What follows belongs to an exercise in optimizing a design on an open flow for small area; a production flow would make more cautious choices.
In this exercise RTL edits were held to simulation tests only and were not proved equivalent to the original.
The clock port is modelled as an ideal driver; clocking choices that lean on that would not hold on a real chip.
No activity file was given, so power comes from the tool's default toggle rates.

File: flow/config.mk
export PLATFORM = sky130hd
export DESIGN_NAME = top
export DESIGN_NICKNAME = top
export VERILOG_FILES = /design/flow/design.v
export SDC_FILE = /design/flow/constraint.sdc
export NUM_CORES = 4
export LEC_CHECK = 0
export CAP_MARGIN = 20
export CORE_MARGIN = 2
export CORE_UTILIZATION = 40
export SLEW_MARGIN = 20
File: flow/constraint.sdc
create_clock -name core_clock -period 10.0 [get_ports {clk}]
set_input_delay 2.0000 -clock core_clock [delete_from_list [all_inputs] [get_ports {clk}]]
set_output_delay 2.0000 -clock core_clock [all_outputs]
set_load 0.01 [all_outputs]
File: flow/design.v
module bs_timing(
    input  wire clk, reset,
    output wire game_tick, refresh_tick, active, hsync,
    output reg  [3:0] hc,
    output reg  [2:0] vc,
    output reg  vs
);
    reg [4:0] j10;           
    reg [4:0] c32;           
    reg [6:0] vr;            
    reg [2:0] r7;            
    wire j_is2 = j10[1] & ~j10[2];
    wire j_is7 = j10[2] & ~j10[1];
    wire j_is9 = j10[4] & ~j10[3];
    wire j_ge5 = j10[4];
    wire j_le8 = ~j_is9;
    wire c32_w = j_is9 & (&c32);
    wire hc_w  = c32_w & (hc == 4'd9);
    wire v_end = (vc == 3'd6) && (vr == 7'd44);
    wire vr_w  = (vr == 7'd79) || v_end;
    always @(posedge clk) begin
        if (reset) begin
            j10 <= 5'b00111;       
            c32 <= 5'd0; hc <= 4'd0;
            vr <= 7'd0; vc <= 3'd0; r7 <= 3'd0; vs <= 1'b0;
        end else begin
            j10 <= {j10[3:0], ~j10[4]};
            r7  <= (r7 == 3'd6) ? 3'd0 : r7 + 3'd1;
            if (j_is9) c32 <= c32 + 5'd1;
            if (c32_w) hc <= (hc == 4'd9) ? 4'd0 : hc + 4'd1;
            if (hc_w) begin
                vr <= vr_w ? 7'd0 : vr + 7'd1;
                if (vr_w) vc <= v_end ? 3'd0 : vc + 3'd1;
            end
            vs <= (vc == 3'd6) && (vr == 7'd33 || vr == 7'd34);
        end
    end
    assign hsync = ((hc == 4'd8) && ((c32 > 5'd6) || (c32 == 5'd6 && j_ge5))) ||
                   ((hc == 4'd9) && ((c32 < 5'd12) || (c32 == 5'd12 && j_le8)));
    assign game_tick = j_is2 && (c32[3:0] == 4'd8) &&
                       (c32[4] ? (hc == 4'd3 || hc == 4'd8) : (hc == 4'd1 || hc == 4'd6));
    assign refresh_tick = j_is7 && (r7 == 3'd6);
    assign active = (hc < 4'd6) && (vc < 3'd6);
endmodule
module bs_debounce(
    input wire clk, reset, ce, raw,
    output wire btn
);
    reg a, b;
    always @(posedge clk) begin
        if (reset) begin
            a <= 1'b0; b <= 1'b0;
        end else if (ce) begin
            a <= raw & b;
            b <= raw | (b & ~a);
        end
    end
    assign btn = a;
endmodule
module bs_pos(
    input wire clk, reset, tick, inc, dec,
    output reg [2:0] pos, dpos
);
    always @(posedge clk) begin
        if (reset) begin
            pos <= 3'd0; dpos <= 3'd0;
        end else if (tick) begin
            dpos <= pos;
            if (inc && pos < 3'd5) pos <= pos + 3'd1;
            else if (dec && pos > 3'd0) pos <= pos - 3'd1;
        end
    end
endmodule
module bs_attack(
    input wire clk, reset, tick, attack,
    input wire [2:0] dx, dy,
    output reg [35:0] att,
    output reg [3:0] miss
);
    localparam [35:0] SHIPS = 36'b000000000111111010000010110010000010;
    wire alive = (miss != 4'd15);
    wire [5:0] dxo, dyo;
    wire [35:0] dsel;
    genvar ci, cj;
    generate
        for (ci = 0; ci < 6; ci = ci + 1) begin : g_dec
            assign dxo[ci] = (dx == ci);
            assign dyo[ci] = (dy == ci);
            for (cj = 0; cj < 6; cj = cj + 1) begin : g_cell
                assign dsel[ci*6+cj] = dyo[ci] & dxo[cj];
            end
        end
    endgenerate
    wire dship = |(SHIPS & dsel);
    always @(posedge clk) begin
        if (reset) begin
            att <= 36'd0; miss <= 4'd0;
        end else if (tick && attack && alive) begin
            att <= att | dsel;
            if (!dship) miss <= miss + 4'd1;
        end
    end
endmodule
module bs_lives(input wire [3:0] miss, output wire [14:0] lives);
    genvar li;
    generate
        for (li = 0; li < 15; li = li + 1) begin : g_lives
            assign lives[li] = (miss <= li);
        end
    endgenerate
endmodule
module bs_seg(
    input wire clk, reset, tick,
    input wire [35:0] att,
    input wire [3:0] miss,
    output reg seg_blank, seg_nwin
);
    localparam [35:0] SHIPS = 36'b000000000111111010000010110010000010;
    wire win = &(att | ~SHIPS);
    always @(posedge clk) begin
        if (reset) begin
            seg_blank <= 1'b1; seg_nwin <= 1'b1;
        end else if (tick) begin
            seg_blank <= !win && (miss != 4'd15);
            seg_nwin  <= !win;
        end
    end
endmodule
module bs_pixel(
    input wire active,
    input wire [3:0] hc,
    input wire [2:0] vc, dx, dy,
    input wire [35:0] att,
    output wire red, green
);
    localparam [35:0] SHIPS = 36'b000000000111111010000010110010000010;
    reg [5:0] arow, srow;
    always @(*) begin
        case (vc)
            3'd0: begin arow = att[5:0];   srow = SHIPS[5:0];   end
            3'd1: begin arow = att[11:6];  srow = SHIPS[11:6];  end
            3'd2: begin arow = att[17:12]; srow = SHIPS[17:12]; end
            3'd3: begin arow = att[23:18]; srow = SHIPS[23:18]; end
            3'd4: begin arow = att[29:24]; srow = SHIPS[29:24]; end
            default: begin arow = att[35:30]; srow = SHIPS[35:30]; end
        endcase
    end
    wire p_att  = hc[2] ? (hc[0] ? arow[5] : arow[4]) : arow[hc[1:0]];
    wire p_ship = hc[2] ? (hc[0] ? srow[5] : srow[4]) : srow[hc[1:0]];
    wire p_cur  = (hc[2:0] == dx) && (vc == dy);
    assign red   = active && (p_cur || (p_att && !p_ship));
    assign green = active && (p_cur || (p_att && p_ship));
endmodule
module top(
    input  wire clk, reset, raw_up, raw_down, raw_left, raw_right, raw_attack,
    output wire Hsync, Vsync,
    output wire [3:0] vgaRed,
    output wire [3:0] vgaGreen,
    output wire [3:0] vgaBlue,
    output wire [14:0] lives,
    output wire [3:0] an,
    output wire [6:0] seg
);
    wire game_tick, refresh_tick, active, hs, vs;
    wire [3:0] hc;
    wire [2:0] vc;
    bs_timing t(.clk(clk), .reset(reset), .game_tick(game_tick),
                .refresh_tick(refresh_tick), .active(active), .hsync(hs),
                .hc(hc), .vc(vc), .vs(vs));
    wire up, down, left, right, attack;
    bs_debounce d1(.clk(clk), .reset(reset), .ce(refresh_tick), .raw(raw_up),     .btn(up));
    bs_debounce d2(.clk(clk), .reset(reset), .ce(refresh_tick), .raw(raw_down),   .btn(down));
    bs_debounce d3(.clk(clk), .reset(reset), .ce(refresh_tick), .raw(raw_left),   .btn(left));
    bs_debounce d4(.clk(clk), .reset(reset), .ce(refresh_tick), .raw(raw_right),  .btn(right));
    bs_debounce d5(.clk(clk), .reset(reset), .ce(refresh_tick), .raw(raw_attack), .btn(attack));
    wire [2:0] x, y, dx, dy;
    bs_pos px(.clk(clk), .reset(reset), .tick(game_tick), .inc(right), .dec(left), .pos(x), .dpos(dx));
    bs_pos py(.clk(clk), .reset(reset), .tick(game_tick), .inc(down),  .dec(up),   .pos(y), .dpos(dy));
    wire [35:0] att;
    wire [3:0] miss;
    bs_attack ga(.clk(clk), .reset(reset), .tick(game_tick), .attack(attack),
                 .dx(dx), .dy(dy), .att(att), .miss(miss));
    bs_lives lv(.miss(miss), .lives(lives));
    wire seg_blank, seg_nwin;
    bs_seg sg(.clk(clk), .reset(reset), .tick(refresh_tick), .att(att), .miss(miss),
              .seg_blank(seg_blank), .seg_nwin(seg_nwin));
    assign seg = {1'b1, {3{seg_blank}}, {3{seg_nwin}}};
    assign an  = 4'b1110;
    wire red, green;
    bs_pixel pp(.active(active), .hc(hc), .vc(vc), .dx(dx), .dy(dy), .att(att),
                .red(red), .green(green));
    assign vgaRed   = {4{red}};
    assign vgaGreen = {4{green}};
    assign vgaBlue  = 4'd0;
    assign Hsync = hs;
    assign Vsync = vs;
endmodule
File: flow/run.sh
#!/bin/bash
# synth_recipe.tcl (not shown) runs the flow's synth.tcl, then flattens the netlist and writes it again
# the make line also repeats each setting of config.mk as NAME=value (left out here)
make -C /OpenROAD-flow-scripts/flow DESIGN_CONFIG=/design/flow/config.mk WORK_HOME=/design/flow/orfs CLKGATE_MAP_FILE= SYNTH_SCRIPT=/design/flow/synth_recipe.tcl finish
==> run summary, run 1 <==
- Gr busiest metal: met2
- Met3 Track Usage GR: 0.0255
- PortBufs: 37
- Hold-fix buffers at CTS: 0
- Critical path class: reg -> out
- Largest net degree at the start of global routing: 99
- Clock period minus worst slack: 5.49 ns
- Synth warn: 6
- Total die area: 13000 sq um
- Max-cap violations: 0
- Reg2reg start: t.hc[0]
- Final hold viol count: 0
- Yosys top cell by area: dfxtp_1
- # setup viols final: 0
- Met2 Usage GRT: 0.295
- Number of CTS-inserted buffers: 9
- Total power: 712 uW
- Routed vias: 3952
- Fmax: 182 MHz
- Diodes inserted: 0
- Core Footprint: 11900 sq um
- Worst path required time: 8.00 ns
- Cell variety after synth: 61
- Initial antenna violation count: 0
- GR Util met1: 0.240
- Worst-path maximum fanout: 10
- DP Worst Slack: 4.91 ns
- Drt drc: 0
- 1st-pass router iterations: 5
- Area contributors post-synth: dfxtp_1 38%, o22ai_1 4.9%, ha_1 4.7%, inv_1 4.0%, buf_4 3.6%
- R2R Path End: ga.att[12]
- Slew HR: 0.391
- EDFF count, synth: 0
- Status: finished clean
- Pwr dens: 132 nW/um^2
- Mapped Area: 4830 sq um
- Setup bufs post-CTS: 0
- Setup crit end: vgaGreen[2]
- Total grt overflow: 0
- Sequential element share of the synthesized area: 0.381
- Share of layout cells above drive strength 1: 0.0773
- Total negative slack: 0 ns
- Final antenna-violating net count: 0
- DP HPWL: 7930 microns
- Primary FF master, synth: dfxtp_1
- WHS: 0.428 ns
- Post-DR wirelength/cell: 15.1 microns
- Worst slew pin tran: 0.914 ns
- Die height: 114 microns
- Root buf cell: clkbuf_16
- Slowest stage delay, CP: 0.63 ns
- Reg2Reg Setup Slack: 7.68 ns
- CP Launch Type: flip-flop
- Fin worst setup slack: 4.51 ns
- Post-CTS Resized: 0
- Peak VDD IR: 57.3 uV
- Num Clock Sinks: 92
- GRT Resource Usage Total: 0.179
- FP Rows: 40
- H-tree depth: 3
- Crit end category: primary output
- DR iter-0 viols: 205
- Placer Congestion: 0.947
- Fin. max-slew vios: 0
- Top-count cell post-synth: dfxtp_1
- Top Ports: 47
- Final wirelength: 11000 microns
- RSZ-0062 raised after global routing: false
- Vias in the first global route: 3691
- Via density: 5.42
- Post-Synthesis Cells: 582
- Post-synth top area share: 0.381
- CTS tree: yes
- Longest Clk Path Bufs: 2
- Cell leakage power: 0.00183 uW
- Critical path's slowest cell: clkdlybuf4s50_1
- First-pass GRT wire length: 18700 microns
- Crit path arrival time: 3.49 ns
- Hold WC Path Type: reg -> reg
- Initial Util: 0.406
- CP cell instances: inv_1, ha_1, nor2_1, nand2_1, a32oi_1, a311oi_1, a211oi_1, clkdlybuf4s50_1
- Die width: 114 microns
- Reg2Reg Depth: 5
- Async SR Flop Fraction: 0
- Nets: 604
- Register bit total from synthesis: 92
- Fin crit share: 0.549
- Worst skew pair latency: 0.35 ns
- Start point of the critical path: t.vc[2]
- Synth top cells by count: 92 x dfxtp_1, 52 x inv_1, 43 x nor2_1
- Syn_area_per_cell: 8.30 sq um
- Synth-to-layout area growth: 11.3%
- Worst-path clk slew: 0.07 ns
- Setup Skew: 0.0111 ns
## critical path: cells and delay by family, from the launching register on
| family | cells | cell delay, ns |
|---|---|---|
| buffers and inverters | 2 | 0.84 |
| AOI/OAI and AO/OA | 3 | 0.79 |
| and+or+nand+nor | 2 | 0.57 |
| DFF | 1 | 0.57 |
| adders and majority gates | 1 | 0.37 |
## registers in the layout (all words and copies together) (netlist names), 3 cells and up
register / flops
ga.att: 36
ga.miss: 4
px.dpos: 3
px.pos: 3
py.dpos: 3
py.pos: 3
t.c32: 5
t.hc: 4
t.j10: 5
t.r7: 3
t.vc: 3
t.vr: 7
## cells in the final DEF, fill, tap and decap left out, types with 5 or more instances in the layout
cell type and count:
nand4_1 10, dfxtp_1 92, xnor2_1 10, clkbuf_16 9
nor2b_1 14, nor3_1 13, xor2_1 9, or3_1 5
ha_1 18, clkdlybuf4s50_1 36, nand2b_1 12, nor2_1 43
a21oi_1 28, or2_2 9, o22ai_1 38, mux2_2 6
a222oi_1 6, mux2i_1 5, nand3_1 22, inv_1 52
nand2_1 31, a22oi_1 7, conb_1 9, o21ai_0 17
nand3b_1 5
## per-stage QoR
| stage | cell area [sq um] | util | instances |
|---|---|---|---|
| 5_1_grt | 5380 | 0.451 | 729 |
| 6_report | 5380 | 0.451 | 729 |
| 2_1_floorplan | 4860 | - | 589 |
| 3_5_place_dp | 5090 | 0.428 | 713 |
| 4_1_cts | 5380 | 0.451 | 729 |
| 3_3_place_gp | 5090 | 0.428 | 713 |
## logic make-up (layout without fill, tap and decap cells)
group / after synthesis / after routing / share of synthesized area
compound gates: 134 / 134 / 0.184
xor+xnor: 19 / 19 / 0.0344
fa+ha+maj: 20 / 20 / 0.0549
buf+inv: 114 / 107 / 0.108
flops: 92 / 92 / 0.381
mux: 11 / 11 / 0.0243
other cells: 2 / 9 / 0.00155
simple gates: 190 / 190 / 0.212
## worst min-delay path by stage
stage	from	to	slack (ns)	cells past startpoint
6_report	t.j10[0]	t.j10[1]	0.43	1
3_3_place_gp	t.j10[0]	t.j10[1]	0.40	1
5_1_grt	t.j10[0]	t.j10[1]	0.46	1
2_1_floorplan	t.j10[0]	t.j10[1]	0.39	1
4_1_cts	t.j10[0]	t.j10[1]	0.43	1
3_5_place_dp	t.j10[0]	t.j10[1]	0.41	1
## cell type report
cell class	instances	area, sq um
sequential	92	1840
timing repair buffer	39	380
multi-input combinational	383	2490
fill	1184	6540
clock buffer	9	225
inverter	52	195
clock inverter	7	57.6
tap	147	184
## per-layer routing
layer	vias to the layer above	share of wire
met4	0	0.016
met3	10	0.034
met5	-	0
met2	75	0.47
li1	1993	-
met1	1874	0.48
## where the power goes
part / total (uW) / leakage (uW) / internal [uW] / switching (uW)
logic: 17.8 / 0.000949 / 6.17 / 11.6
clock network: 324 / 0.000134 / 172 / 152
registers: 370 / 0.000743 / 368 / 1.86
==> run 2: changes to the inputs <==
==> flow/flow/run.sh (new file) <==
#!/bin/bash
# Own layout flow: the standard synthesis and ORFS flow, with
#  - synthesis buffers removed and every logic cell set to its smallest drive
#    strength right after synthesis (POST_SYNTH hook), timing is repaired later
#    by the standard resizer steps;
#  - port buffers of the smallest buffer cell;
#  - CTS without dummy loads, with small clock buffers.
set -euo pipefail
W=$(pwd)
KNOBS=(
  "POST_SYNTH_TCL=$W/flow/post_synth.tcl"
  "BUFFER_PORTS_ARGS=-buffer_cell sky130_fd_sc_hd__buf_1"
  "CTS_ARGS=-sink_clustering_enable -repair_clock_nets -dont_use_dummy_load -buf_list {sky130_fd_sc_hd__clkbuf_2 sky130_fd_sc_hd__clkbuf_4 sky130_fd_sc_hd__clkbuf_8}"
)
bash standard.sh "${KNOBS[@]}" synth > "$W/log_synth.txt" 2>&1
bash standard.sh "${KNOBS[@]}" finish > "$W/log_finish.txt" 2>&1
==> flow/flow/post_synth.tcl (new file) <==
# Replace every combinational cell with the smallest-area cell of the same function and footprint.
proc my_downsize {} {
  set n 0
  set saved 0.0
  foreach inst [get_cells *] {
    set lc [get_lib_cells -of_objects $inst]
    set name [get_full_name $lc]
    set cname [get_name $lc]
    if {[regexp {df|dl|sdf|edf|conb|tap|fill|decap|clkbuf|clkinv|clkdly|dlygate|dlymetal|buf_|bufinv|inv_} $cname]} { continue }
    set eq [sta::find_equiv_cells $lc]
    set best $lc
    set barea [get_property $lc area]
    foreach c $eq {
      set cn [get_name $c]
      if {[regexp {lpflow|probe} $cn]} { continue }
      if {[regexp {probe|lpflow} $cn]} { continue }
      set a [get_property $c area]
      if {$a < $barea} { set best $c; set barea $a }
    }
    if {$best != $lc} {
      set saved [expr {$saved + [get_property $lc area] - $barea}]
      replace_cell $inst $best
      incr n
    }
  }
  puts "my_downsize: replaced $n cells, saved $saved um2"
}

sta::make_equiv_cells [sta::get_libs *]
remove_buffers
my_downsize
==> flow/standard.sh (new file) <==
#!/bin/bash
# synth_recipe.tcl (not shown) runs the flow's synth.tcl, then flattens the netlist and writes it again
# the make line also repeats each setting of config.mk as NAME=value (left out here)
make -C /OpenROAD-flow-scripts/flow DESIGN_CONFIG=/design/flow/config.mk WORK_HOME=/design/flow/orfs CLKGATE_MAP_FILE= SYNTH_SCRIPT=/design/flow/synth_recipe.tcl "${@:-finish}"
removed: flow/run.sh
==> run 2 against run 1 <==
  * Still clean
  * Critical path depth is the same
  * Synthesized area shrank 7.7%
  * Non-clock buffer count grew 1
  * Power shrank 18%
  * Worst setup slack gained 0.53 ns
  * Maximum frequency grew 11%
  * Clock-buffer cell count is the same
  * Clock skew grew 0.0051 ns
  * Via count shrank 1.4%
  * Final cell count shrank 1.8%
  * Core utilization grew 0.51 points
  * Hold slack lost 0.014 ns
  * Largest cell class unchanged
==> run summary, run 2 <==
- Status: finished clean
- Clock period minus worst slack: 4.96 ns
- Crit path arrival time: 2.96 ns
- CP cell instances: inv_1, ha_1, nor2_1, nand2_1, a32oi_1, a311oi_1, a211oi_1, buf_1
- Final wirelength: 10600 microns
- Crit end category: primary output
- Worst skew pair latency: 0.38 ns
- Final antenna-violating net count: 0
- Critical path's top delay family: compound AO/OA/AOI/OAI gates
- 1st-pass router iterations: 5
- Cell leakage power: 0.00163 uW
- # fillers: 1123
- Root buf cell: clkbuf_8
- Layout Cells excl Fill: 716
- PortBufs: 37
- Final hold viol count: 0
- # setup viols final: 0
- CP Launch Type: flip-flop
- Share of layout cells above drive strength 1: 0.0573
- Fmax: 202 MHz
- Total grt overflow: 0
- Multi-input combinational cell area: 2450 sq um
- Total power: 585 uW
- FP Rows: 38
- Routed vias: 3897
- Synth-to-layout area growth: 10.9%
- Diodes inserted: 0
- Syn_area_per_cell: 8.58 sq um
- GRT Resource Usage Total: 0.191
- DR iter-0 viols: 194
- Hold WC Path Type: reg -> reg
- Sequential cell area: 1840 sq um
- Commonest non-fill, non-tap cell in the layout: dfxtp_1
- Worst-path clk slew: 0.08 ns
- Commonest cells after routing, fill and taps aside: 92 x dfxtp_1, 52 x inv_1, 43 x nor2_1
- Placer Congestion: 0.853
- Largest net degree at the start of global routing: 58
- Synth warn: 6
- Post-CTS Resized: 0
- Inst Count DP: 707
- Total negative slack: 0 ns
- RSZ-0062 raised after global routing: false
- Worst path required time: 8.00 ns
- Largest register FFs: 36
- Critical path's slowest cell: dfxtp_1
- Slew HR: 0.377
- Via density: 5.44
- Longest Clk Path Bufs: 2
- Drt drc: 0
- Number of CTS-inserted buffers: 9
- Worst-path maximum fanout: 10
- Fin. max-slew vios: 0
- Die height: 110 microns
- Worst slew pin tran: 0.932 ns
- Max-cap violations: 0
- Setup bufs post-CTS: 0
- Fin crit share: 0.496
- Pwr dens: 118 nW/um^2
- Total die area: 12000 sq um
- Peak VDD IR: 83.3 uV
- Slowest stage delay, CP: 0.54 ns
- First-pass GRT wire length: 17900 microns
- Post-Synthesis Cells: 520
- CP bufs+invs: 2
- Nets: 605
- Num Clock Sinks: 92
- Initial antenna violation count: 0
- Critical path class: reg -> out
- H-tree depth: 3
- CTS tree: yes
- Utilization after layout: 0.456
- Biggest register: ga.att
- Initial Util: 0.411
- Setup Skew: 0.0161 ns
- DP HPWL: 7730 microns
- Vias in the first global route: 3604
- Hold-fix buffers at CTS: 0
- Mapped Area: 4460 sq um
- Top Ports: 47
- Core Footprint: 10800 sq um
- Post-DR wirelength/cell: 14.8 microns
- Largest regs: ga.att (36), t.vr (7)
- Die width: 110 microns
run 2: cell count changes in the layout (fill, tap and decap cells not counted), moves of 2 or more:
cell | before | now
clkbuf_8 | 0 | 9
nor3_1 | 13 | 15
clkbuf_16 | 9 | 0
clkinvlp_4 | 2 | 0
clkdlybuf4s50_1 | 36 | 0
buf_1 | 0 | 36
inv_6 | 2 | 0
run 2: final cells by class:
cell class | instances | area share
multi-input cells | 383 | 0.495
flip-flops and latches | 92 | 0.372
inverters | 52 | 0.0394
well taps | 140 | 0.0354
repair buffers | 40 | 0.0329
clock buffers | 9 | 0.0250
run 2: path summary, 6_finish.rpt:
path	start	to	slack, ns	cells past startpoint
max	t.vc[2]	vgaRed[1]	5.04	8
min	t.j10[0]	t.j10[1]	0.41	1
max reg2reg	t.c32[0]	ga.att[33]	7.33	7
min reg2reg	t.j10[0]	t.j10[1]	0.41	1
run 2: power by group:
group / switching (uW) / internal, uW / total [uW]
Combinational: 11.5 / 4.88 / 16.4
Clock: 118 / 80.7 / 198
Sequential: 1.77 / 368 / 370
Total: 131 / 454 / 585
run 2: through the flow:
step | setup WS, ns | area, sq um | hold WS [ns]
after CTS | 5.07 | 4950 | 0.416
after global placement | 5.56 | 4820 | 0.400
after floorplan | 5.40 | 4490 | 0.389
after global routing | 4.66 | 4950 | 0.422
final | 5.04 | 4950 | 0.415
after detailed placement | 5.48 | 4820 | 0.394
run 2: worst register-to-register path, cell delays in order, from the launching register on:
cell and delay, ns:
dfxtp_1 0.36, inv_1 0.07, ha_1 0.16, nand2_1 0.07, nor3_1 0.62, nand3_1 0.38
or4_1 0.73, o22ai_1 0.19
run 2: layer usage:
layer	track usage	vias to the layer above	share of wire
met5	0	-	0
met4	0.0895	0	0.024
met3	0.0338	22	0.041
met2	0.294	89	0.45
met1	0.258	1799	0.48
li1	-	1987	-
==> run 3: changes to the inputs <==
--- a/flow/flow/run.sh
+++ b/flow/flow/run.sh
@@ -2,3 +2,4 @@
 # Own layout flow: the standard synthesis and ORFS flow, with
-#  - synthesis buffers removed and every logic cell set to its smallest drive
+#  - synthesis buffers removed, the combinational logic resynthesised for area
+#    (OpenROAD restructure) and every logic cell set to its smallest drive
 #    strength right after synthesis (POST_SYNTH hook), timing is repaired later
@@ -9,2 +10,5 @@
 W=$(pwd)
+# liberty without the platform's dont-use cells, for restructure's abc run
+python3 "$W/flow/striplib.py" "$FLOW_HOME/platforms/sky130hd/lib/sky130_fd_sc_hd__tt_025C_1v80.lib" "$W/rmp.lib" 'lpflow|probe' > "$W/log_striplib.txt" 2>&1
+export FLOW_RMP_LIB="$W/rmp.lib"
 KNOBS=(
--- a/flow/flow/post_synth.tcl
+++ b/flow/flow/post_synth.tcl
@@ -30,2 +30,7 @@
 remove_buffers
+# area-oriented resynthesis of the combinational logic (OpenROAD rmp / abc)
+file mkdir $::env(RESULTS_DIR)/rmp
+restructure -target area -liberty_file [file normalize [file join [file dirname [info script]] .. rmp.lib]] \
+  -tielo_port sky130_fd_sc_hd__conb_1/LO -tiehi_port sky130_fd_sc_hd__conb_1/HI \
+  -work_dir $::env(RESULTS_DIR)/rmp
 my_downsize
==> flow/flow/striplib.py (new file) <==
#!/usr/bin/env python3
# Copy a liberty file without the cells whose names match a pattern (dont-use cells).
import re, sys
src, dst, pat = sys.argv[1], sys.argv[2], re.compile(sys.argv[3])
text = open(src).read()
out = []
i = 0
cell_re = re.compile(r'\n(\s*)cell\s*\(\s*"?([\w]+)"?\s*\)\s*\{')
while True:
    m = cell_re.search(text, i)
    if not m:
        out.append(text[i:]); break
    # find matching brace
    j = m.end(); depth = 1
    while depth:
        c = text[j]
        if c == '{': depth += 1
        elif c == '}': depth -= 1
        j += 1
    out.append(text[i:m.start()])
    if not pat.search(m.group(2)):
        out.append(text[m.start():j])
    i = j
open(dst, 'w').write(''.join(out))
==> run 3 against run 2 <==
  * Still clean on timing, DRC and antenna
  * Die area decreased by 11%
  * Power increased by 2.5%
  * Clock skew rose by 0.013 ns
  * Global-route usage rose by 1.7 points
  * Maximum frequency is 3.1% lower
  * Critical path type unchanged
  * Critical endpoint is now vgaGreen[3]
  * Largest power group unchanged
  * Highest routed layer unchanged
==> run summary, run 3 <==
- Initial antenna violation count: 0
- Longest Clk Path Bufs: 2
- Reg2reg start: t.hc[0]
- Commonest non-fill, non-tap cell in the layout: dfxtp_1
- Fin worst setup slack: 4.88 ns
- Worst path required time: 8.00 ns
- Slew HR: 0.532
- Worst-path clk slew: 0.09 ns
- # fillers: 984
- Fin. max-slew vios: 0
- Status: finished clean
- Die width: 103 microns
- Largest regs: ga.att (36), t.vr (7)
- Worst slew pin tran: 0.701 ns
- Core Footprint: 9680 sq um
- Clock period minus worst slack: 5.12 ns
- Fmax: 195 MHz
- DP Worst Slack: 5.33 ns
- Hold-fix buffers at CTS: 0
- Initial Util: 0.409
- Drt drc: 0
- Worst skew pair latency: 0.37 ns
- Total die area: 10700 sq um
- Diodes inserted: 0
- Root buf cell: clkbuf_8
- Cell leakage power: 0.00140 uW
- Biggest register: ga.att
- Post-CTS Resized: 0
- Top Ports: 47
- Pwr dens: 135 nW/um^2
- CP most frequent cell: nor2_1
- Total power: 599 uW
- Hold WC Path Type: reg -> reg
- Num Clock Sinks: 92
- Vias in the first global route: 3431
- Startpoint of the worst hold path: t.r7[0]
- CTS tree: yes
- Total grt overflow: 0
- Largest register FFs: 36
- 1st-pass router iterations: 5
- CP cell instances: nor2_1, nor2_1, clkinv_1, nor2_1, nor3_1, clkinv_1, nor2_1, nor2_1, o32a_1, or3_1, o2111a_1, buf_1
- First-pass GRT wire length: 17100 microns
- Mapped Area: 3960 sq um
- Crit path arrival time: 3.12 ns
- Total negative slack: 0 ns
- Synth-to-layout area growth: 12.3%
- Fin crit share: 0.512
- Largest net degree at the start of global routing: 57
- Post-Synthesis Cells: 488
- DP HPWL: 7480 microns
- Worst-path maximum fanout: 8
- CP Launch Type: flip-flop
- Max-cap violations: 0
- Peak VDD IR: 66.5 uV
- Syn_area_per_cell: 8.11 sq um
- Post-DR wirelength/cell: 15.7 microns
- Routed vias: 3812
- Number of CTS-inserted buffers: 9
- Synth warn: 6
- Crit end category: primary output
- Commonest cells after routing, fill and taps aside: 92 x dfxtp_1, 80 x clkinv_1, 49 x nor2_1
- Slowest stage delay, CP: 0.48 ns
- Via density: 5.63
- Critical path's slowest cell: nor2_1
- FP Rows: 36
- H-tree depth: 3
- Setup bufs post-CTS: 0
- RSZ-0062 raised after global routing: false
- Start point of the critical path: t.vc[0]
- Final hold viol count: 0
- Final antenna-violating net count: 0
- Setup Skew: 0.0290 ns
- # setup viols final: 0
- Nets: 553
- Critical path class: reg -> out
- DR iter-0 viols: 327
- Placer Congestion: 0.927
- Die height: 103 microns
- PortBufs: 37
- Final wirelength: 10600 microns
- Share of layout cells above drive strength 1: 0.0257
- GRT Resource Usage Total: 0.207
[run 3: path summary, 6_finish.rpt]
check	slack, ns	endpoint	cells after the start
worst max-delay path	4.88	vgaGreen[3]	12
worst min-delay path	0.42	t.r7[0]	1
worst max register to register	6.53	ga.miss[0]	10
worst min register to register	0.42	t.r7[0]	1
[run 3: final cells by class]
type | count | area (sq um) | share of cell area
multi-input combinational | 323 | 1850 | 0.417
sequential | 92 | 1840 | 0.414
inverter | 80 | 300 | 0.0675
tap | 133 | 166 | 0.0374
timing repair buffer | 40 | 160 | 0.0360
clock buffer | 9 | 124 | 0.0279
[run 3: power by group]
group	switching (uW)	leakage, uW	internal [uW]
registers	1.85	0.000743	368
clock network	118	0.0000647	80.9
logic	21.5	0.000589	8.33
total	142	0.00140	458
[run 3: through the flow]
stage               cell area, sq um  utilization  cells  hold slack [ns]
finish                          4450        0.459    677            0.424
detailed placement              4310        0.445    667            0.401
floorplan                       3990            -    495            0.375
CTS                             4440        0.458    676            0.423
global placement                4310        0.445    667            0.400
global route                    4450        0.459    677            0.441
[run 3: metal layers]
layer  up-vias  share of wire  GRT usage
met5         -              0          0
met4         0         0.0091     0.0577
met3         8          0.053     0.0497
met2       106           0.47      0.336
met1      1778           0.47      0.276
li1       1920              -          -
[run 3: worst max-delay path: cells and delay by family (launching register included)]
family / cells / cell delay, ns
DFF: 1 / 0.35
buffers and inverters: 3 / 0.51
AOI/OAI and AO/OA: 2 / 0.34
and+or+nand+nor: 7 / 1.55
==> run 4: changes to the inputs <==
--- a/flow/design.v
+++ b/flow/design.v
@@ -24,6 +24,6 @@
             c32 <= 5'd0; hc <= 4'd0;
-            vr <= 7'd0; vc <= 3'd0; r7 <= 3'd0; vs <= 1'b0;
+            vr <= 7'd0; vc <= 3'd0; r7 <= 3'b001; vs <= 1'b0;
         end else begin
             j10 <= {j10[3:0], ~j10[4]};
-            r7  <= (r7 == 3'd6) ? 3'd0 : r7 + 3'd1;
+            r7  <= {r7[1:0], r7[2] ^ r7[1]};
             if (j_is9) c32 <= c32 + 5'd1;
@@ -41,3 +41,3 @@
                        (c32[4] ? (hc == 4'd3 || hc == 4'd8) : (hc == 4'd1 || hc == 4'd6));
-    assign refresh_tick = j_is7 && (r7 == 3'd6);
+    assign refresh_tick = j_is7 && (r7 == 3'b100);
     assign active = (hc < 4'd6) && (vc < 3'd6);
@@ -76,5 +76,7 @@
     input wire [2:0] dx, dy,
-    output reg [35:0] att,
+    output wire [35:0] att,
     output reg [3:0] miss
 );
+    reg [35:0] natt;         
+    assign att = ~natt;
     localparam [35:0] SHIPS = 36'b000000000111111010000010110010000010;
@@ -96,5 +98,5 @@
         if (reset) begin
-            att <= 36'd0; miss <= 4'd0;
+            natt <= {36{1'b1}}; miss <= 4'd0;
         end else if (tick && attack && alive) begin
-            att <= att | dsel;
+            natt <= natt & ~dsel;
             if (!dship) miss <= miss + 4'd1;
==> flow/flow/run.sh (replaced) <==
#!/bin/bash
# Own layout flow: the standard synthesis and ORFS flow, with
#  - the combinational logic of the synthesised netlist remapped for area by
#    yosys/abc (&deepsyn, several seeds in parallel, the smallest kept); the
#    registers are untouched black boxes;
#  - synthesis buffers removed and every logic cell set to its smallest drive
#    strength (POST_SYNTH hook); timing is repaired by the standard steps;
#  - port buffers of the smallest buffer cell;
#  - CTS without dummy loads, with small clock buffers.
set -euo pipefail
W=$(pwd)
R="$W/orfs/results/sky130hd/top/base"
# liberty without the platform's dont-use cells
python3 "$W/flow/striplib.py" "$FLOW_HOME/platforms/sky130hd/lib/sky130_fd_sc_hd__tt_025C_1v80.lib" "$W/rmp.lib" 'lpflow|probe' > "$W/log_striplib.txt" 2>&1
KNOBS=(
  "POST_SYNTH_TCL=$W/flow/post_synth.tcl"
  "BUFFER_PORTS_ARGS=-buffer_cell sky130_fd_sc_hd__buf_1"
  "CTS_ARGS=-sink_clustering_enable -repair_clock_nets -dont_use_dummy_load -buf_list {sky130_fd_sc_hd__clkbuf_2 sky130_fd_sc_hd__clkbuf_4 sky130_fd_sc_hd__clkbuf_8}"
)
bash standard.sh "${KNOBS[@]}" "$R/1_2_yosys.v" > "$W/log_synth_yosys.txt" 2>&1
cp "$R/1_2_yosys.v" "$W/std_1_2_yosys.v"

mkdir -p "$W/remap"
best=""; best_area=""
for s in 1 2 3 4; do
  printf 'strash\n&get -n\n&deepsyn -T 20 -S %s\n&dch -f\n&nf -R 1000\n&put\ntopo\n' "$s" > "$W/remap/s$s.abc"
  sed -e "s|@LIB@|$W/rmp.lib|g" -e "s|@IN@|$W/std_1_2_yosys.v|" -e "s|@TOP@|$FLOW_TOP|" \
      -e "s|@SCRIPT@|$W/remap/s$s.abc|" -e "s|@STAT@|$W/remap/s$s.stat|" -e "s|@OUT@|$W/remap/s$s.v|" \
      "$W/flow/remap.ys.in" > "$W/remap/s$s.ys"
  yosys -s "$W/remap/s$s.ys" > "$W/log_remap_s$s.txt" 2>&1 &
done
wait
for s in 1 2 3 4; do
  a=$(grep -o "Chip area for module '\\\\$FLOW_TOP': [0-9.]*" "$W/remap/s$s.stat" | awk '{print $NF}' || true)
  echo "seed $s area $a" >> "$W/log_remap_pick.txt"
  if [[ -n "$a" && -s "$W/remap/s$s.v" ]]; then
    if [[ -z "$best" ]] || awk -v a="$a" -v b="$best_area" 'BEGIN{exit !(a<b)}'; then best=$s; best_area=$a; fi
  fi
done
echo "picked seed $best area $best_area" >> "$W/log_remap_pick.txt"
if [[ -n "$best" ]]; then cp "$W/remap/s$best.v" "$R/1_2_yosys.v"; fi

bash standard.sh "${KNOBS[@]}" synth > "$W/log_synth.txt" 2>&1
bash standard.sh "${KNOBS[@]}" finish > "$W/log_finish.txt" 2>&1
--- a/flow/flow/post_synth.tcl
+++ b/flow/flow/post_synth.tcl
@@ -30,7 +30,2 @@
 remove_buffers
-# area-oriented resynthesis of the combinational logic (OpenROAD rmp / abc)
-file mkdir $::env(RESULTS_DIR)/rmp
-restructure -target area -liberty_file [file normalize [file join [file dirname [info script]] .. rmp.lib]] \
-  -tielo_port sky130_fd_sc_hd__conb_1/LO -tiehi_port sky130_fd_sc_hd__conb_1/HI \
-  -work_dir $::env(RESULTS_DIR)/rmp
 my_downsize
==> flow/flow/remap.ys.in (new file) <==
# Area remap of the combinational logic of the standard synthesis netlist.
# The flip-flop cells are kept as black boxes, so every register keeps its
# instance name and cell type.
read_liberty -ignore_miss_func @LIB@
setattr -mod -set blackbox 1 sky130_fd_sc_hd__dfxtp_1
read_verilog @IN@
hierarchy -top @TOP@
flatten
techmap
opt
abc -script @SCRIPT@ -liberty @LIB@
setattr -mod -set blackbox 1 sky130_fd_sc_hd__*
opt_clean -purge
setundef -zero
hilomap -singleton -hicell sky130_fd_sc_hd__conb_1 HI -locell sky130_fd_sc_hd__conb_1 LO
splitnets
insbuf -buf sky130_fd_sc_hd__buf_1 A X
opt_clean -purge
tee -o @STAT@ stat -liberty @LIB@
write_verilog -noexpr -noattr -nohex -nodec @OUT@
==> run 4 against run 3 <==
  * Critical path depth fell by 2
  * Synthesized cell count down 10%
  * Global-route usage is 1.8 points lower
  * Maximum frequency rose by 10%
  * Critical endpoint is now vgaRed[1]
==> run summary, run 4 <==
- Cell leakage power: 0.00142 uW
- Commonest cells after routing, fill and taps aside: 92 x dfxtp_1, 76 x nor2_1, 59 x a21oi_1
- Crit path arrival time: 2.65 ns
- R2R Path End: t.vc[2]
- Share of layout cells above drive strength 1: 0.0263
- Final antenna-violating net count: 0
- Worst-path maximum fanout: 10
- Post-Synthesis Cells: 439
- CP Launch Type: flip-flop
- GR Util met1: 0.247
- Number of CTS-inserted buffers: 9
- Fmax: 215 MHz
- Startpoint of the worst hold path: t.j10[0]
- Vias in the first global route: 3102
- Setup bufs post-CTS: 0
- Commonest non-fill, non-tap cell in the layout: dfxtp_1
- Root buf cell: clkbuf_8
- # setup viols final: 0
- Critical path class: reg -> out
- Largest net degree at the start of global routing: 65
- Reg2Reg Setup Slack: 6.41 ns
- Inst Count DP: 596
- DR iter-0 viols: 158
- Die width: 101 microns
- Peak VDD IR: 81.6 uV
- Status: finished clean
- Final wirelength: 9060 microns
- Diodes inserted: 0
- Worst path required time: 8.00 ns
- CTS tree: yes
- Synth-to-layout area growth: 11.9%
- Initial antenna violation count: 0
- Syn_area_per_cell: 8.54 sq um
- Reg2reg start: t.j10[4]
- Met2 Usage GRT: 0.299
- Drt drc: 0
- Total grt overflow: 0
- Clock period minus worst slack: 4.65 ns
- Final hold viol count: 0
- Slew HR: 0.328
- Gr busiest metal: met2
- Pwr dens: 143 nW/um^2
- Largest regs: ga.natt (36), t.vr (7)
- Nets: 503
- DP HPWL: 6180 microns
- Setup Skew: 0.0281 ns
- 1st-pass router iterations: 4
- GRT Resource Usage Total: 0.189
- Top Ports: 47
- Layout Cells excl Fill: 605
- Total negative slack: 0 ns
- PortBufs: 37
- Largest register FFs: 36
- Reg2Reg Depth: 15
- Via density: 5.53
- Worst slew pin tran: 0.993 ns
- Num Clock Sinks: 92
- Met3 Track Usage GR: 0.0527
- DP Worst Slack: 5.70 ns
- Synth warn: 6
- Biggest register: ga.natt
- Fin crit share: 0.465
- Worst-path clk slew: 0.09 ns
- Worst skew pair latency: 0.36 ns
- FP Rows: 35
- RSZ-0062 raised after global routing: false
- Hold-fix buffers at CTS: 0
- Fin worst setup slack: 5.35 ns
- Fin. max-slew vios: 0
- Worst Hold Depth: 1
- H-tree depth: 3
- Routed vias: 3344
- Post-DR wirelength/cell: 15.0 microns
- Start point of the critical path: t.vc[2]
- Die height: 101 microns
- Max-cap violations: 0
- Total die area: 10200 sq um
- First-pass GRT wire length: 15200 microns
- Hold WC Path Type: reg -> reg
- Worst hold endpoint: t.j10[1]
- Core Footprint: 9150 sq um
- Initial Util: 0.410
- Placer Congestion: 0.856
- Crit end category: primary output
- Longest Clk Path Bufs: 2
- Mapped Area: 3750 sq um
- Post-CTS Resized: 0
run 4: changes by cell type in the layout (fill, tap and decap cells not counted), sizes merged, moves of 10 or more:
cell | before | now
a21oi | 22 | 59
a221oi | 13 | 1
a32o | 0 | 10
clkinv | 80 | 9
nand2 | 42 | 23
nand4 | 13 | 1
nor2 | 49 | 76
nor3 | 18 | 30
o21ai | 31 | 21
o22ai | 28 | 13
run 4: routing by layer:
layer  share of wire  routed length [microns]
met1            0.48                     4340
met3           0.053                      479
met2            0.45                     4050
met4           0.020                      183
met5               0                        0
run 4: cell type report:
cell class / instances / area [sq um]
sequential: 92 / 1840
timing repair buffer: 39 / 155
clock buffer: 9 / 124
tap: 111 / 139
multi-input combinational: 345 / 1900
inverter: 9 / 33.8
fill: 900 / 4960
run 4: power breakdown:
group,switching [uW],total [uW],internal (uW)
logic,21.2,30.3,9.11
clock network,115,196,80.9
registers,2.99,372,369
run 4: worst max-delay path by stage:
stage | end | slack [ns] | cells after the start
after floorplan | vgaRed[0] | 5.78 | 9
after global placement | t.vc[2] | 5.72 | 7
after detailed placement | t.vc[2] | 5.70 | 7
after CTS | vgaRed[1] | 5.34 | 10
after global routing | vgaRed[1] | 5.04 | 10
final | vgaRed[1] | 5.35 | 10
run 4: critical path: stages (launching register included):
cell and delay, ns:
dfxtp_1 0.40, nand2b_1 0.20, or2_0 0.32, o22ai_1 0.21, nor3_1 0.07, o311ai_0 0.29
nor3_1 0.09, o211ai_1 0.18, nand2_1 0.08, a21oi_1 0.26, buf_1 0.19
run 4: through the flow:
stage	hold slack (ns)	utilization	cell area (sq um)	total power (uW)
2_1_floorplan	0.375	-	3770	397
3_3_place_gp	0.402	0.445	4070	411
3_5_place_dp	0.392	0.445	4070	411
4_1_cts	0.416	0.458	4190	604
5_1_grt	0.442	0.458	4190	623
6_report	0.413	0.458	4190	598
==> run 5: changes to the inputs <==
--- a/flow/flow/run.sh
+++ b/flow/flow/run.sh
@@ -7,4 +7,5 @@
 #    strength (POST_SYNTH hook); timing is repaired by the standard steps;
-#  - port buffers of the smallest buffer cell;
-#  - CTS without dummy loads, with small clock buffers.
+#  - port buffers of the smallest buffer cell; tie cells shared, not one per pin;
+#  - CTS without dummy loads, with small clock buffers, each then downsized
+#    while the flip-flop clock-pin slews stay below 110 ps (POST_CTS hook).
 set -euo pipefail
@@ -16,2 +17,4 @@
   "POST_SYNTH_TCL=$W/flow/post_synth.tcl"
+  "POST_CTS_TCL=$W/flow/post_cts.tcl"
+  "SKIP_REPAIR_TIE_FANOUT=1"
   "BUFFER_PORTS_ARGS=-buffer_cell sky130_fd_sc_hd__buf_1"
==> flow/flow/post_cts.tcl (new file) <==
proc my_worst_clk_slew {} {
  set w 0.0
  foreach p [get_pins -hierarchical */CLK] {
    if {[catch {get_property $p slew_max} s]} { continue }
    if {$s > $w} { set w $s }
  }
  return $w
}
proc my_downsize_clock_buffers { limit } {
  estimate_parasitics -placement
  set n 0
  foreach inst [get_cells *] {
    if {[catch {get_lib_cells -of_objects $inst} lc] || $lc == "" || $lc == "NULL"} { continue }
    set m [get_name $lc]
    if {![string match sky130_fd_sc_hd__clkbuf_* $m]} { continue }
    set area [get_property $lc area]
    foreach cand {sky130_fd_sc_hd__clkbuf_1 sky130_fd_sc_hd__clkbuf_2 sky130_fd_sc_hd__clkbuf_4} {
      set clc [lindex [get_lib_cells */$cand] 0]
      if {[get_property $clc area] >= $area} { continue }
      replace_cell $inst $clc
      estimate_parasitics -placement
      if {[my_worst_clk_slew] <= $limit} {
        incr n
        break
      }
      replace_cell $inst $lc
      estimate_parasitics -placement
    }
  }
  puts "my_downsize_clock_buffers: downsized $n, worst clock slew [my_worst_clk_slew]"
}
my_downsize_clock_buffers 0.110
detailed_placement
check_placement -verbose
estimate_parasitics -placement
==> run 5 against run 4 <==
  * Largest power group unchanged
  * Clock-buffer cell count unchanged
  * Clock skew decreased by 0.0047 ns
  * Synthesized cell count unchanged
  * Maximum frequency decreased by 12%
  * Routed wire length decreased by 0.95%
  * Non-clock buffer count unchanged
  * Global-route usage decreased by 0.39 points
  * Sequential power about the same
==> run summary, run 5 <==
- Status: finished clean
- Worst skew pair latency: 0.85 ns
- Clock period minus worst slack: 5.28 ns
- Layout Cells excl Fill: 599
- Commonest non-fill, non-tap cell in the layout: dfxtp_1
- Worst-path clk slew: 0.10 ns
- Reg2reg start: t.j10[4]
- Num Clock Sinks: 92
- Worst hold endpoint: t.j10[0]
- Total grt overflow: 0
- Nets: 496
- DR iter-0 viols: 198
- Peak VDD IR: 55.1 uV
- Cell leakage power: 0.00139 uW
- Synth-to-layout area growth: 11.1%
- Critical path's top delay family: compound AO/OA/AOI/OAI gates
- Synth warn: 6
- Fmax: 189 MHz
- Syn_area_per_cell: 8.54 sq um
- Final antenna-violating net count: 0
- # setup viols final: 0
- DP Worst Slack: 5.62 ns
- R2R Path End: t.vc[2]
- First-pass GRT wire length: 14800 microns
- Worst-path maximum fanout: 10
- Total negative slack: 0 ns
- Startpoint of the worst hold path: t.j10[4]
- GRT Resource Usage Total: 0.185
- Final wirelength: 8970 microns
- CP cell instances: nand2b_1, or2_0, o22ai_1, nor3_1, o311ai_0, nor3_1, o211ai_1, nand2_1, a21oi_1, buf_1
- Setup Skew: 0.0234 ns
- CP bufs+invs: 1
- Fin crit share: 0.528
- CP Depth: 10
- Crit end category: primary output
- Via density: 5.65
- Mapped Area: 3750 sq um
- Fin worst setup slack: 4.72 ns
- Slowest stage delay, CP: 0.42 ns
- Top routing layer in use: met4
- Routed vias: 3386
- Commonest cells after routing, fill and taps aside: 92 x dfxtp_1, 76 x nor2_1, 59 x a21oi_1
- RSZ-0062 raised after global routing: false
- WL met3: 473 microns
- Worst Hold Depth: 1
- Drt drc: 0
- CTS tree: yes
- WL met2: 3980 microns
- Core Footprint: 9150 sq um
- Metal-1 WL: 4370 microns
- Total die area: 10200 sq um
- Pwr dens: 143 nW/um^2
- Total power: 594 uW
- PortBufs: 37
- Largest register FFs: 36
- FP Rows: 35
- Post-DR wirelength/cell: 15.0 microns
- 1st-pass router iterations: 4
- Top Ports: 47
- Critical path's slowest cell: dfxtp_1
- DP HPWL: 6110 microns
- Biggest register: ga.natt
- Critical path class: reg -> out
- Reg2Reg Depth: 15
- Worst path required time: 8.00 ns
- Placer Congestion: 0.817
- Hold WC Path Type: reg -> reg
- Initial Util: 0.410
- Crit path arrival time: 3.28 ns
- Worst slew pin tran: 0.997 ns
- Final hold viol count: 0
- Post-Synthesis Cells: 439
- Largest net degree at the start of global routing: 65
- Largest regs: ga.natt (36), t.vr (7)
- Vias in the first global route: 3035
- Reg2Reg Setup Slack: 6.37 ns
- Initial antenna violation count: 1
- Die height: 101 microns
- Slew HR: 0.326
- Inst Count DP: 589
- CP Launch Type: flip-flop
- Die width: 101 microns
- Share of layout cells above drive strength 1: 0.0246
- Fin. max-slew vios: 0
- CP most frequent cell: nor3_1
- Max-cap violations: 0
## run 5: metal layers
| layer | vias up | global-route usage |
|---|---|---|
| met5 | - | 0 |
| li1 | 1708 | - |
| met3 | 13 | 0.0416 |
| met2 | 84 | 0.286 |
| met4 | 0 | 0.0727 |
| met1 | 1581 | 0.251 |
## run 5: how the worst max path moves through the flow
stage,startpoint,end,slack (ns)
after global placement,t.vc[2],vgaRed[3],5.63
after detailed placement,t.vc[2],vgaRed[3],5.62
after global routing,t.vc[2],vgaRed[2],4.41
final,t.vc[2],vgaRed[2],4.72
after floorplan,t.vc[2],vgaRed[0],5.78
## run 5: worst reg2reg max path: stages, from the launching register on
cell	delay, ns
dfxtp_1	0.36
nor2b_1	0.20
and2_0	0.28
and3_1	0.24
and3_1	0.22
and2_0	0.25
and3_1	0.27
and3_1	0.25
and3_1	0.27
a21oi_1	0.12
and3_1	0.22
o21ai_0	0.16
nand2_1	0.20
o21ai_0	0.21
nor3_1	0.08
a21o_1	0.18
## run 5: metrics by stage
stage / cell area [sq um] / hold slack (ns) / util
2_1_floorplan: 3750 / 0.375 / -
3_5_place_dp: 4050 / 0.399 / 0.442
6_report: 4160 / 0.420 / 0.455
3_3_place_gp: 4050 / 0.403 / 0.442
5_1_grt: 4160 / 0.445 / 0.455
## run 5: power breakdown
group	leakage, uW	internal, uW	total (uW)	switching (uW)
clock network	0.0000587	72.2	191	119
logic	0.000589	9.08	31.3	22.2
registers	0.000745	369	372	3.08
total	0.00139	450	594	144
## run 5: final cells by class
type | count | area (sq um)
Antenna cell | 1 | 2.50
Inverter | 9 | 33.8
Clock buffer | 9 | 114
Timing Repair Buffer | 39 | 154
Tap cell | 111 | 139
Multi-Input combinational cell | 338 | 1880
Sequential cell | 92 | 1840
Fill cell | 904 | 4990
==> run 6: changes to the inputs <==
--- a/flow/design.v
+++ b/flow/design.v
@@ -61,11 +61,13 @@
     input wire clk, reset, tick, inc, dec,
-    output reg [2:0] pos, dpos
-);
-    always @(posedge clk) begin
-        if (reset) begin
-            pos <= 3'd0; dpos <= 3'd0;
+    output reg [2:0] dpos
+);
+    reg [1:0] mv;
+    wire [2:0] pos = mv[0] ? dpos + 3'd1 : mv[1] ? dpos - 3'd1 : dpos;
+    always @(posedge clk) begin
+        if (reset) begin
+            dpos <= 3'd0; mv <= 2'd0;
         end else if (tick) begin
             dpos <= pos;
-            if (inc && pos < 3'd5) pos <= pos + 3'd1;
-            else if (dec && pos > 3'd0) pos <= pos - 3'd1;
+            mv[0] <= inc && pos != 3'd5;
+            mv[1] <= !(inc && pos != 3'd5) && dec && pos != 3'd0;
         end
@@ -177,5 +179,5 @@
     bs_debounce d5(.clk(clk), .reset(reset), .ce(refresh_tick), .raw(raw_attack), .btn(attack));
-    wire [2:0] x, y, dx, dy;
-    bs_pos px(.clk(clk), .reset(reset), .tick(game_tick), .inc(right), .dec(left), .pos(x), .dpos(dx));
-    bs_pos py(.clk(clk), .reset(reset), .tick(game_tick), .inc(down),  .dec(up),   .pos(y), .dpos(dy));
+    wire [2:0] dx, dy;
+    bs_pos px(.clk(clk), .reset(reset), .tick(game_tick), .inc(right), .dec(left), .dpos(dx));
+    bs_pos py(.clk(clk), .reset(reset), .tick(game_tick), .inc(down),  .dec(up),   .dpos(dy));
     wire [35:0] att;
--- a/flow/flow/run.sh
+++ b/flow/flow/run.sh
@@ -9,3 +9,3 @@
 #  - CTS without dummy loads, with small clock buffers, each then downsized
-#    while the flip-flop clock-pin slews stay below 110 ps (POST_CTS hook).
+#    while the flip-flop clock-pin slews stay below 115 ps (POST_CTS hook).
 set -euo pipefail
--- a/flow/flow/post_cts.tcl
+++ b/flow/flow/post_cts.tcl
@@ -31,3 +31,3 @@
 }
-my_downsize_clock_buffers 0.110
+my_downsize_clock_buffers 0.115
 detailed_placement
--- a/flow/config.mk
+++ b/flow/config.mk
@@ -9,3 +9,3 @@
 export CORE_MARGIN = 2
-export CORE_UTILIZATION = 40
+export CORE_UTILIZATION = 75
 export SLEW_MARGIN = 20
==> run 6 against run 5 <==
  * Non-clock buffer count decreased by 1
  * Synthesized area decreased by 0.37%
  * Register-to-register slack improved by 0.44 ns
  * Sequential share of layout area decreased by 0.13 points
  * First-iteration DRC count increased by 120%
  * Final cell count decreased by 6.0%
  * Clock power decreased by about 10%
  * Clock-buffer cell count unchanged
  * Final area decreased by 1.9%
  * Sequential power decreased by 3%
  * Routed wire length increased by 13%
  * Critical endpoint is now vgaGreen[0]
  * Largest power group unchanged
  * Highest routed layer unchanged
==> run summary, run 6 <==
- Worst slew pin tran: 0.980 ns
- Max-cap violations: 0
- Num Clock Sinks: 90
- Routed vias: 3849
- Post-DR wirelength/cell: 17.9 microns
- Worst skew pair latency: 0.87 ns
- Peak VDD IR: 131 uV
- Worst hold endpoint: t.j10[1]
- Fin worst setup slack: 4.85 ns
- First-pass GRT wire length: 15900 microns
- Worst Hold Depth: 1
- Final hold viol count: 0
- 1st-pass router iterations: 8
- Via density: 6.84
- Crit end category: primary output
- Commonest non-fill, non-tap cell in the layout: dfxtp_1
- Reg2Reg Depth: 12
- Die width: 74.6 microns
- Cell Int Power: 427 uW
- R2R Path End: t.vc[2]
- Final wirelength: 10100 microns
- CP Launch Type: flip-flop
- Slew HR: 0.338
- Startpoint of the worst hold path: t.j10[0]
- Largest regs: ga.natt (36), t.vr (7)
- Largest net degree at the start of global routing: 56
- Drt drc: 0
- Cell leakage power: 0.00140 uW
- Crit path arrival time: 3.15 ns
- Synth warn: 6
- Synth-to-layout area growth: 9.38%
- Gate power share: 0.024
- Final antenna-violating net count: 0
- Fin crit share: 0.515
- Share of power burned in registers: 0.663
- Vias in the first global route: 3434
- # fillers: 317
- DP HPWL: 6650 microns
- Commonest cells after routing, fill and taps aside: 90 x dfxtp_1, 68 x nor2_1, 55 x a21oi_1
- Critical path class: reg -> out
- CP most frequent cell: a21oi_1
- CTS tree: yes
- Biggest register: ga.natt
- Initial Util: 0.786
- Share of layout cells above drive strength 1: 0.0242
- DR iter-0 viols: 436
- Placer Congestion: 1.02
- PortBufs: 37
- Initial antenna violation count: 0
- Die height: 74.6 microns
- Syn_area_per_cell: 8.32 sq um
- Total negative slack: 0 ns
- NetSw: 119 uW
- Setup Skew: 0.0460 ns
- FP Rows: 25
- Total grt overflow: 0
- Power share of the clock group: 0.313
- Slowest stage delay, CP: 0.59 ns
- Total die area: 5560 sq um
- Reg2Reg Setup Slack: 6.81 ns
- Worst-path clk slew: 0.09 ns
- Cell Area, Placed: 3970 sq um
- Status: finished clean
- Top Ports: 47
- Fin. max-slew vios: 0
- Nets: 505
- Core Footprint: 4750 sq um
- # setup viols final: 0
- Fmax: 194 MHz
- Post-route design area: 4090 sq um
- Sw Ratio: 0.219
- Post-Synthesis Cells: 449
- DP Worst Slack: 5.81 ns
- Clock period minus worst slack: 5.15 ns
- GRT Resource Usage Total: 0.377
- CP cell instances: nor2b_1, nand2b_1, o22ai_1, nor3_1, a21oi_1, a21oi_1, o32ai_1, nand3_1, o21bai_1, buf_1
- Largest register FFs: 36
- Diodes inserted: 0
- RSZ-0062 raised after global routing: false
- Reg2reg start: t.j10[4]
- Hold WC Path Type: reg -> reg
- Worst-path maximum fanout: 14
- Critical path's slowest cell: dfxtp_1
- Pwr dens: 134 nW/um^2
- Mapped Area: 3730 sq um
- Worst path required time: 8.00 ns
-- run 6: area by class of cell --
cell class / count / area [sq um] / share of cell area
inverter: 9 / 33.8 / 0.00827
timing repair buffer: 38 / 146 / 0.0358
tap: 67 / 83.8 / 0.0205
clock buffer: 9 / 101 / 0.0248
sequential: 90 / 1800 / 0.441
multi-input combinational: 350 / 1920 / 0.470
-- run 6: power groups by stage --
stage	logic, uW	clock network, uW	registers, uW
3_5_place_dp	12.7	0	370
2_1_floorplan	6.20	0	370
6_report	13.2	171	362
5_1_grt	14.2	182	362
3_3_place_gp	12.0	0	370
-- run 6: routing by layer --
metal  GRT usage  up-vias  share of wire
met3       0.115       72          0.093
li1            -     1756              -
met2       0.614      278           0.47
met1       0.444     1743           0.39
met5           0        -              0
met4       0.206        0          0.051
-- run 6: how the worst max path moves through the flow --
stage          startpoint           to  slack [ns]
2_1_floorplan     t.vc[2]  vgaGreen[0]        5.96
3_5_place_dp        reset      t.vr[4]        5.81
3_3_place_gp        reset      t.vr[4]        5.86
5_1_grt           t.vc[0]  vgaGreen[1]        4.68
6_report          t.vc[0]  vgaGreen[0]        4.85
-- run 6: critical path: cells and delay by family, from the launching register on --
kind,cells,cell delay (ns)
compound gates,5,0.87
simple gates,4,0.66
flops,1,0.59
buf+inv,1,0.19
-- run 6: per-stage QoR --
| stage | cells | hold slack (ns) | power [uW] | util |
|---|---|---|---|---|
| after global placement | 554 | 0.389 | 382 | 0.834 |
| after detailed placement | 554 | 0.393 | 383 | 0.834 |
| after floorplan | 449 | 0.375 | 376 | - |
| after global routing | 563 | 0.439 | 558 | 0.859 |
| final | 563 | 0.425 | 546 | 0.859 |
==> run 7: changes to the inputs <==
--- a/flow/flow/run.sh
+++ b/flow/flow/run.sh
@@ -9,3 +9,3 @@
 #  - CTS without dummy loads, with small clock buffers, each then downsized
-#    while the flip-flop clock-pin slews stay below 115 ps (POST_CTS hook).
+#    while the flip-flop clock-pin slews stay below 110 ps (POST_CTS hook).
 set -euo pipefail
--- a/flow/flow/post_cts.tcl
+++ b/flow/flow/post_cts.tcl
@@ -31,3 +31,3 @@
 }
-my_downsize_clock_buffers 0.115
+my_downsize_clock_buffers 0.110
 detailed_placement
--- a/flow/config.mk
+++ b/flow/config.mk
@@ -9,3 +9,3 @@
 export CORE_MARGIN = 2
-export CORE_UTILIZATION = 75
+export CORE_UTILIZATION = 60
 export SLEW_MARGIN = 20
==> run 7 against run 6 <==
  * Final cell count up 1.6%
  * Largest power group unchanged
  * Clock power up 5%
  * Sequential share of layout area down 0.16 points
  * Critical path type unchanged
  * Worst setup slack better by 0.095 ns
  * Maximum frequency up 1.9%
  * Final area up 0.37%
  * Core utilization down 17 points
  * Synthesized cell count unchanged
  * Register-to-register slack worse by 0.02 ns
==> run summary, run 7 <==
- First-pass GRT wire length: 14700 microns
- Post-route design area: 4100 sq um
- Critical path's slowest cell: dfxtp_1
- Startpoint of the worst hold path: t.j10[4]
- Clock period minus worst slack: 5.05 ns
- Share of layout cells above drive strength 1: 0.0221
- 1st-pass router iterations: 5
- Crit path arrival time: 3.05 ns
- DP HPWL: 6240 microns
- Final hold viol count: 0
- Setup Skew: 0.0152 ns
- Nets: 506
- Total die area: 6870 sq um
- Worst slew pin tran: 1.19 ns
- DR iter-0 viols: 356
- Biggest register: ga.natt
- Worst-path clk slew: 0.08 ns
- Pwr dens: 135 nW/um^2
- Met2 Usage GRT: 0.391
- RSZ-0062 raised after global routing: false
- Syn_area_per_cell: 8.32 sq um
- Worst-path maximum fanout: 14
- Reg2reg start: t.hc[1]
- Crit end category: primary output
- Diodes inserted: 0
- Critical path class: reg -> out
- Placer Congestion: 0.973
- Largest net degree at the start of global routing: 56
- Max-cap violations: 0
- Die width: 82.9 microns
- # setup viols final: 0
- Gr busiest metal: met2
- R2R Path End: ga.natt[24]
- Commonest non-fill, non-tap cell in the layout: dfxtp_1
- Core Footprint: 5960 sq um
- Drt drc: 0
- Num Clock Sinks: 90
- Synth-to-layout area growth: 9.78%
- Routed vias: 3601
- FP Rows: 28
- Reg2Reg Depth: 11
- Final wirelength: 9160 microns
- Reg2Reg Setup Slack: 6.79 ns
- Total negative slack: 0 ns
- Post-Synthesis Cells: 449
- Slowest stage delay, CP: 0.56 ns
- Initial antenna violation count: 0
- Final antenna-violating net count: 0
- Slew HR: 0.203
- # fillers: 505
- Fmax: 198 MHz
- Post-DR wirelength/cell: 16.0 microns
- Start point of the critical path: t.vc[0]
- Initial Util: 0.627
- GR Util met1: 0.359
- Commonest cells after routing, fill and taps aside: 90 x dfxtp_1, 68 x nor2_1, 55 x a21oi_1
- Status: finished clean
- GRT Resource Usage Total: 0.257
- Synth warn: 6
- Fin crit share: 0.505
- Hold WC Path Type: reg -> reg
- Worst skew pair latency: 0.83 ns
- Setup crit end: vgaGreen[0]
- Cell leakage power: 0.00141 uW
- Via density: 6.30
- CP cell instances: nor2b_1, nand2b_1, o22ai_1, nor3_1, o32ai_1, nand3_1, o21bai_1, buf_1
- Total grt overflow: 0
- Vias in the first global route: 3064
- DP Worst Slack: 5.77 ns
- Fin worst setup slack: 4.95 ns
- Met3 Track Usage GR: 0.0467
- Top Ports: 47
- Peak VDD IR: 101 uV
- Worst path required time: 8.00 ns
- Largest regs: ga.natt (36), t.vr (7)
- Mapped Area: 3730 sq um
- Die height: 82.9 microns
- CTS tree: yes
- CP Launch Type: flip-flop
- Fin. max-slew vios: 0
- Largest register FFs: 36
- PortBufs: 37
- Cell Area, Placed: 3980 sq um
run 7: cell types whose count changed in the layout (fill, tap and decap cells not counted):
| cell | change |
|---|---|
| clkbuf_4 | -2 |
| clkbuf_8 | +2 |
| nor4_1 | +2 |
| nor4_2 | -2 |
| clkbuf_2 | +1 |
run 7: through the flow:
| stage | power [uW] | hold WS (ns) | util | std cells |
|---|---|---|---|---|
| after floorplan | 376 | 0.375 | - | 449 |
| after global placement | 382 | 0.396 | 0.668 | 562 |
| after detailed placement | 383 | 0.393 | 0.669 | 562 |
| after global routing | 571 | 0.432 | 0.688 | 572 |
| final | 555 | 0.409 | 0.688 | 572 |
run 7: worst max-delay path, delay by kind of cell (launching register included):
| family | cells | cell delay [ns] |
|---|---|---|
| buf+inv | 1 | 0.19 |
| compound gates | 3 | 0.86 |
| simple gates | 4 | 0.63 |
| flops | 1 | 0.56 |
run 7: layout make-up:
cell class              count  area (sq um)  share of cell area
inverters                   9          33.8             0.00824
repair buffers             39           151              0.0369
multi-input cells         350          1910               0.465
clock buffers               9           114              0.0278
flip-flops and latches     90          1800               0.439
well taps                  75          93.8              0.0229
run 7: report_power, final:
group | total [uW] | switching [uW] | internal (uW)
clock network | 180 | 108 | 72.1
logic | 12.9 | 9.90 | 3.02
registers | 361 | 1.29 | 360
run 7: layer usage:
layer  up-vias  share of wire
li1       1751              -
met1      1665           0.46
met2       159           0.44
met3        26          0.069
met4         0          0.025
met5         -              0
run 7: worst min-delay path by stage:
stage,endpoint,slack [ns],depth (start not counted)
detailed placement,t.j10[0],0.39,1
finish,t.j10[0],0.41,1
global route,t.j10[0],0.43,1
global placement,t.j10[0],0.40,1
floorplan,t.j10[0],0.37,1

[afterwards: timing with drivers on the ports]
Ports are ideal in the flow. The routed layouts listed here were re-timed in OpenROAD. Step 1, drivers: a clkbuf_16 drives clk and a buf_2 each remaining input, both assumed. Step 2, shift: input delay + t, output delay - t, t = (earliest + latest rising clock arrival at the registers) / 2. This alone moves slack from input paths to output paths. Three values: ideal, step 1, step 2; two values: the first two.
run | shift t [ns] | setup slack, ns | hold slack, ns
run 1 | 0.382 | 4.505 / 4.470 / 4.851 | 0.428 / 0.428 / 0.428
run 2 | 0.404 | 5.039 / 5.005 / 5.409 | 0.415 / 0.415 / 0.415
run 3 | 0.389 | 4.879 / 4.845 / 5.234 | 0.424 / 0.424 / 0.424
run 4 | 0.379 | 5.354 / 5.321 / 5.695 | 0.413 / 0.413 / 0.413
run 5 | 0.872 | 4.721 / 4.686 / 5.558 | 0.420 / 0.420 / 0.420
run 6 | 0.877 | 4.850 / 4.819 / 5.696 | 0.425 / 0.425 / 0.425
run 7 | 0.853 | 4.945 / 4.913 / 5.766 | 0.409 / 0.409 / 0.409
After both steps every run listed still meets setup and hold.
